Source: an optimization exercise on an open RTL-to-GDS flow (aim: small area). Production flows keep margins and buffers that such runs may drop.
Function was checked by simulation only, so behaviour that the tests miss may differ from the original.
No driver is modelled on the clock port, so clocking that relies on it looks cheaper here than on a real chip.
Power and IR drop assume default switching activity.

// simpletimer
module simpletimer (
    input         clk,
    input         reset_n,
    output  [7:0] data_out,
    input   [7:0] data_in,
    input         cs_n,
    input         rd_n,
    input         wr_n,
    input   [3:0] addr
);
    reg         timer_busy;
    reg   [7:0] timer_cfg;
    reg  [31:0] timer_cnt;
    reg  [31:0] timer_now;
    reg  [31:0] timer_del;
    reg  [15:0] done_lo;
    reg  [15:0] done_hi;
    wire [31:0] done_time = {done_hi, done_lo};
    reg         done_c;
    reg         cfg_wr;
    genvar i, k;
    wire [7:0] din_n;
    wire [3:0] a_n;
    wire cs_i, rd_i, wr_i, wsel_n, rsel_n, wsel, rsel;
    generate for (i = 0; i < 8; i = i + 1) begin : g_dinn
        p_inv u (.a(data_in[i]), .y(din_n[i]));
    end endgenerate
    generate for (i = 0; i < 4; i = i + 1) begin : g_an
        p_inv u (.a(addr[i]), .y(a_n[i]));
    end endgenerate
    p_inv   u_csi (.a(cs_n), .y(cs_i));
    p_inv   u_rdi (.a(rd_n), .y(rd_i));
    p_inv   u_wri (.a(wr_n), .y(wr_i));
    p_nand3 u_wsn (.a(cs_i), .b(rd_n), .c(wr_i), .y(wsel_n));
    p_nand3 u_rsn (.a(cs_i), .b(rd_i), .c(wr_n), .y(rsel_n));
    p_inv   u_ws  (.a(wsel_n), .y(wsel));
    p_inv   u_rs  (.a(rsel_n), .y(rsel));
    wire [3:0] lo_n;
    p_nand2 u_lo0 (.a(a_n[1]),  .b(a_n[0]),  .y(lo_n[0]));
    p_nand2 u_lo1 (.a(a_n[1]),  .b(addr[0]), .y(lo_n[1]));
    p_nand2 u_lo2 (.a(addr[1]), .b(a_n[0]),  .y(lo_n[2]));
    p_nand2 u_lo3 (.a(addr[1]), .b(addr[0]), .y(lo_n[3]));
    wire [2:0] wh_n, rh_n;
    p_nand3 u_wh0 (.a(wsel), .b(a_n[3]),  .c(a_n[2]),  .y(wh_n[0]));
    p_nand3 u_wh1 (.a(wsel), .b(a_n[3]),  .c(addr[2]), .y(wh_n[1]));
    p_nand3 u_wh2 (.a(wsel), .b(addr[3]), .c(a_n[2]),  .y(wh_n[2]));
    p_nand3 u_rh0 (.a(rsel), .b(a_n[3]),  .c(a_n[2]),  .y(rh_n[0]));
    p_nand3 u_rh1 (.a(rsel), .b(a_n[3]),  .c(addr[2]), .y(rh_n[1]));
    p_nand3 u_rh2 (.a(rsel), .b(addr[3]), .c(a_n[2]),  .y(rh_n[2]));
    wire [9:0] we, rs;
    generate for (k = 0; k < 10; k = k + 1) begin : g_sel
        p_nor2 uw (.a(lo_n[k % 4]), .b(wh_n[k / 4]), .y(we[k]));
        p_nor2 ur (.a(lo_n[k % 4]), .b(rh_n[k / 4]), .y(rs[k]));
    end endgenerate
    wire [9:0] we_n;
    generate for (k = 0; k < 10; k = k + 1) begin : g_wen
        if (k != 5) begin : g
  ...
==> flow/config.mk <==
export PLATFORM = sky130hd
export DESIGN_NAME = simpletimer
export DESIGN_NICKNAME = simpletimer
export VERILOG_FILES = /design/flow/design.v
export SDC_FILE = /design/flow/constraint.sdc
export NUM_CORES = 4
export LEC_CHECK = 0
export CAP_MARGIN = 20
export CORE_MARGIN = 2
export CORE_UTILIZATION = 40
export CTS_BUF_LIST = sky130_fd_sc_hd__clkbuf_8
export SLEW_MARGIN = 20
export SYNTH_HIERARCHICAL = 1
==> flow/constraint.sdc <==
create_clock -name core_clock -period 4.0 [get_ports {clk}]
set_input_delay 0.8000 -clock core_clock [delete_from_list [all_inputs] [get_ports {clk}]]
set_output_delay 0.8000 -clock core_clock [all_outputs]
set_load 0.01 [all_outputs]
standard.sh (not shown) runs the stock make flow with config.mk's settings and CLKGATE_MAP_FILE= SYNTH_SCRIPT=/design/flow/synth_recipe.tcl, a recipe that flattens the netlist after the stock synthesis.
==> flow/flow/run.sh <==
#!/bin/bash
# Layout: the standard ORFS flow, with these changes:
#  * ports are buffered with buf_1 cells (the standard flow's buffer_ports picks
#    a larger delay buffer);
#  * clock tree synthesis uses clkbuf_4 and inserts no dummy loads; clock
#    buffers with a large fanout are then upsized to clkbuf_8 (post_cts.tcl).
# The make output goes to flow.log here; ORFS keeps each step's log under orfs/logs.
set -euo pipefail
bash standard.sh \
  "BUFFER_PORTS_ARGS=-buffer_cell sky130_fd_sc_hd__buf_1" \
  "CTS_ARGS=-sink_clustering_enable -repair_clock_nets -buf_list sky130_fd_sc_hd__clkbuf_4 -dont_use_dummy_load" \
  "POST_CTS_TCL=$PWD/flow/post_cts.tcl" \
  finish > flow.log 2>&1
==> flow/flow/post_cts.tcl <==
# After clock tree synthesis (built with clkbuf_4), upsize the clock buffers
# that drive more than 10 pins to clkbuf_8, to keep the flip-flop clock slew
# low, then legalize the placement again.
foreach inst [get_cells clkbuf_*] {
  set out [get_pins -of_objects $inst -filter "direction == output"]
  set net [get_nets -of_objects $out]
  set fo [llength [get_pins -of_objects $net -filter "direction == input"]]
  if { $fo > 10 } {
    replace_cell $inst sky130_fd_sc_hd__clkbuf_8
    puts "post_cts: upsized [get_property $inst name] (fanout $fo)"
  }
}
detailed_placement
check_placement -verbose
estimate_parasitics -placement
The first run produced a clean layout.
Change:
--- a/flow/flow/run.sh
+++ b/flow/flow/run.sh
@@ -6 +6,2 @@
-#    buffers with a large fanout are then upsized to clkbuf_8 (post_cts.tcl).
+#    buffers with a large fanout or load slew are then upsized to clkbuf_8
+#    (post_cts.tcl).
==> flow/flow/post_cts.tcl (replaced) <==
# After clock tree synthesis (built with clkbuf_4), upsize to clkbuf_8 each
# clock buffer that drives more than 12 pins or whose loads see a slew over
# 95 ps (placement estimate), to keep the flip-flop clock slew low; then
# legalize the placement again.
estimate_parasitics -placement
foreach inst [get_cells clkbuf_*] {
  set out [get_pins -of_objects $inst -filter "direction == output"]
  set net [get_nets -of_objects $out]
  set loads [get_pins -of_objects $net -filter "direction == input"]
  set worst 0.0
  foreach p $loads {
    set s [get_property $p slew_max]
    if { $s > $worst } { set worst $s }
  }
  set fo [llength $loads]
  if { $fo > 12 || $worst > 0.095 } {
    replace_cell $inst sky130_fd_sc_hd__clkbuf_8
    puts "post_cts: upsized [get_property $inst name] (fanout $fo, slew $worst)"
  }
}
detailed_placement
check_placement -verbose
estimate_parasitics -placement
The new run completed without violations.
Register-to-register slack barely changes.
Non-clock buffer count does not change.
Hold slack loses 0.028 ns.
Sequential cell count does not change.
Final area came out higher by 0.50%.
Clock-buffer cell count does not change.
Die area stays the same.
Worst setup slack degrades by 0.040 ns.
Change:
--- a/flow/flow/run.sh
+++ b/flow/flow/run.sh
@@ -6,2 +6 @@
-#    buffers with a large fanout or load slew are then upsized to clkbuf_8
-#    (post_cts.tcl).
+#    buffers with a large fanout are then upsized to clkbuf_8 (post_cts.tcl).
==> flow/flow/post_cts.tcl (replaced) <==
# After clock tree synthesis (built with clkbuf_4), upsize the clock buffers
# that drive more than 7 pins to clkbuf_8, to keep the flip-flop clock slew
# low, then legalize the placement again.
foreach inst [get_cells clkbuf_*] {
  set out [get_pins -of_objects $inst -filter "direction == output"]
  set net [get_nets -of_objects $out]
  set fo [llength [get_pins -of_objects $net -filter "direction == input"]]
  if { $fo > 7 } {
    replace_cell $inst sky130_fd_sc_hd__clkbuf_8
    puts "post_cts: upsized [get_property $inst name] (fanout $fo)"
  }
}
detailed_placement
check_placement -verbose
estimate_parasitics -placement
--- a/flow/config.mk
+++ b/flow/config.mk
@@ -10,2 +10 @@
-export CORE_UTILIZATION = 40
-export CTS_BUF_LIST = sky130_fd_sc_hd__clkbuf_8
+export CORE_UTILIZATION = 55
Outcome:
- total power grows by 2.8%
- worst setup slack gets better by 0.027 ns
- combinational power barely changes
- die area shrinks by 27%
- utilization grows by 16 points
- global-route usage grows by 7.7 points
- via count stays flat
Change:
--- a/flow/config.mk
+++ b/flow/config.mk
@@ -10 +10,2 @@
-export CORE_UTILIZATION = 55
+export CORE_UTILIZATION = 40
+export CTS_BUF_LIST = sky130_fd_sc_hd__clkbuf_8
What happened: The changed run produced a clean layout. Sequential cell count does not change. Die area grows by 36%. Non-clock buffer count does not change. Worst setup slack gets worse by 0.011 ns.
Change:
--- a/flow/flow/run.sh
+++ b/flow/flow/run.sh
@@ -6 +6,2 @@
-#    buffers with a large fanout are then upsized to clkbuf_8 (post_cts.tcl).
+#    buffers with a large fanout or load slew are then upsized to clkbuf_8
+#    (post_cts.tcl).
==> flow/flow/post_cts.tcl (replaced) <==
# After clock tree synthesis (built with clkbuf_4), upsize clock buffers to
# clkbuf_8 to keep the flip-flop clock slew low: first each buffer that
# drives more than 12 pins (the root), then each buffer whose loads see a
# slew over 105 ps (placement estimate); then legalize the placement again.
proc clk_loads { inst } {
  set out [get_pins -of_objects $inst -filter "direction == output"]
  set net [get_nets -of_objects $out]
  return [get_pins -of_objects $net -filter "direction == input"]
}
foreach inst [get_cells clkbuf_*] {
  set fo [llength [clk_loads $inst]]
  if { $fo > 12 } {
    replace_cell $inst sky130_fd_sc_hd__clkbuf_8
    puts "post_cts: upsized [get_property $inst name] (fanout $fo)"
  }
}
estimate_parasitics -placement
foreach inst [get_cells clkbuf_*] {
  if { [get_property [get_lib_cells -of_objects $inst] name] eq "sky130_fd_sc_hd__clkbuf_8" } {
    continue
  }
  set worst 0.0
  foreach p [clk_loads $inst] {
    set s [get_property $p slew_max]
    if { $s > $worst } { set worst $s }
  }
  if { $worst > 0.105 } {
    replace_cell $inst sky130_fd_sc_hd__clkbuf_8
    puts "post_cts: upsized [get_property $inst name] (slew $worst)"
  }
}
detailed_placement
check_placement -verbose
estimate_parasitics -placement
=>
- The new run finished clean
- critical path depth goes up by 1
- utilization goes down by 0.29 points
- design area goes down slightly
- routed wire length stays flat
- die area stays the same
- worst setup slack improves by 0.025 ns
- hold slack improves by 0.019 ns
- flip-flop and latch count is unchanged
- cell count is unchanged
- clock skew goes up by 0.0056 ns
- count of clock-buffer cells in the layout does not change
Change:
==> flow/flow/run.sh (replaced) <==
#!/bin/bash
# Layout: the standard ORFS flow, with two changes:
#  * ports are buffered with buf_1 cells (the standard flow's buffer_ports picks
#    a larger delay buffer);
#  * clock tree synthesis does not insert dummy loads.
# The make output goes to flow.log here; ORFS keeps each step's log under orfs/logs.
set -euo pipefail
bash standard.sh \
  "BUFFER_PORTS_ARGS=-buffer_cell sky130_fd_sc_hd__buf_1" \
  "CTS_ARGS=-sink_clustering_enable -repair_clock_nets -buf_list sky130_fd_sc_hd__clkbuf_8 -dont_use_dummy_load" \
  finish > flow.log 2>&1
removed: flow/flow/post_cts.tcl
The changed run completed without violations.
Die area does not change.
Register-to-register slack stays flat.
Power rose by 4.9%.
Sequential share of layout area fell by 0.39 points.
Routed wire length rose by 0.36%.
Hold slack is about the same.
Worst setup slack got worse by 0.029 ns.
Utilization rose by 0.40 points.
Synthesized cell count stays the same.
Synthesized area stays the same.
Design area rose by 0.91%.

[separate check: timing with driven ports]
The results above use ideal ports. As a check the final layouts listed here were re-extracted and re-timed, cells and wires unchanged. Step 1: set_driving_cell puts a clkbuf_16 on clk and a buf_2 on each other input, an assumption about the parent block. Step 2 adds t to the input delays and takes it off the output delays; t is the mean of the earliest and latest rising clock arrival at the registers after step 1. Input paths then give back, and output paths get back, about the clock's delay inside the block. a / b / c = no drivers / after step 1 / after step 2; a / b = the first two.
run	t (ns)	setup WS [ns]	clock arrival spread, ns	cell pins on the clock port's net
the first run	0.471	0.810 / 0.785 / 0.785	0.035 / 0.035	1
the second run	0.479	0.770 / 0.743 / 0.743	0.033 / 0.033	1
the third run	0.482	0.796 / 0.796 / 0.796	0.029 / 0.029	1
the fourth run	0.492	0.785 / 0.766 / 0.766	0.027 / 0.026	1
the fifth run	0.471	0.810 / 0.792 / 0.792	0.030 / 0.029	1
the sixth run	0.486	0.781 / 0.761 / 0.761	0.029 / 0.029	1
After both steps setup and hold are still met in every run listed. The setup slack of the second run, which loses most, moves by -0.027 ns with the drivers and by -0.027 ns with both steps.
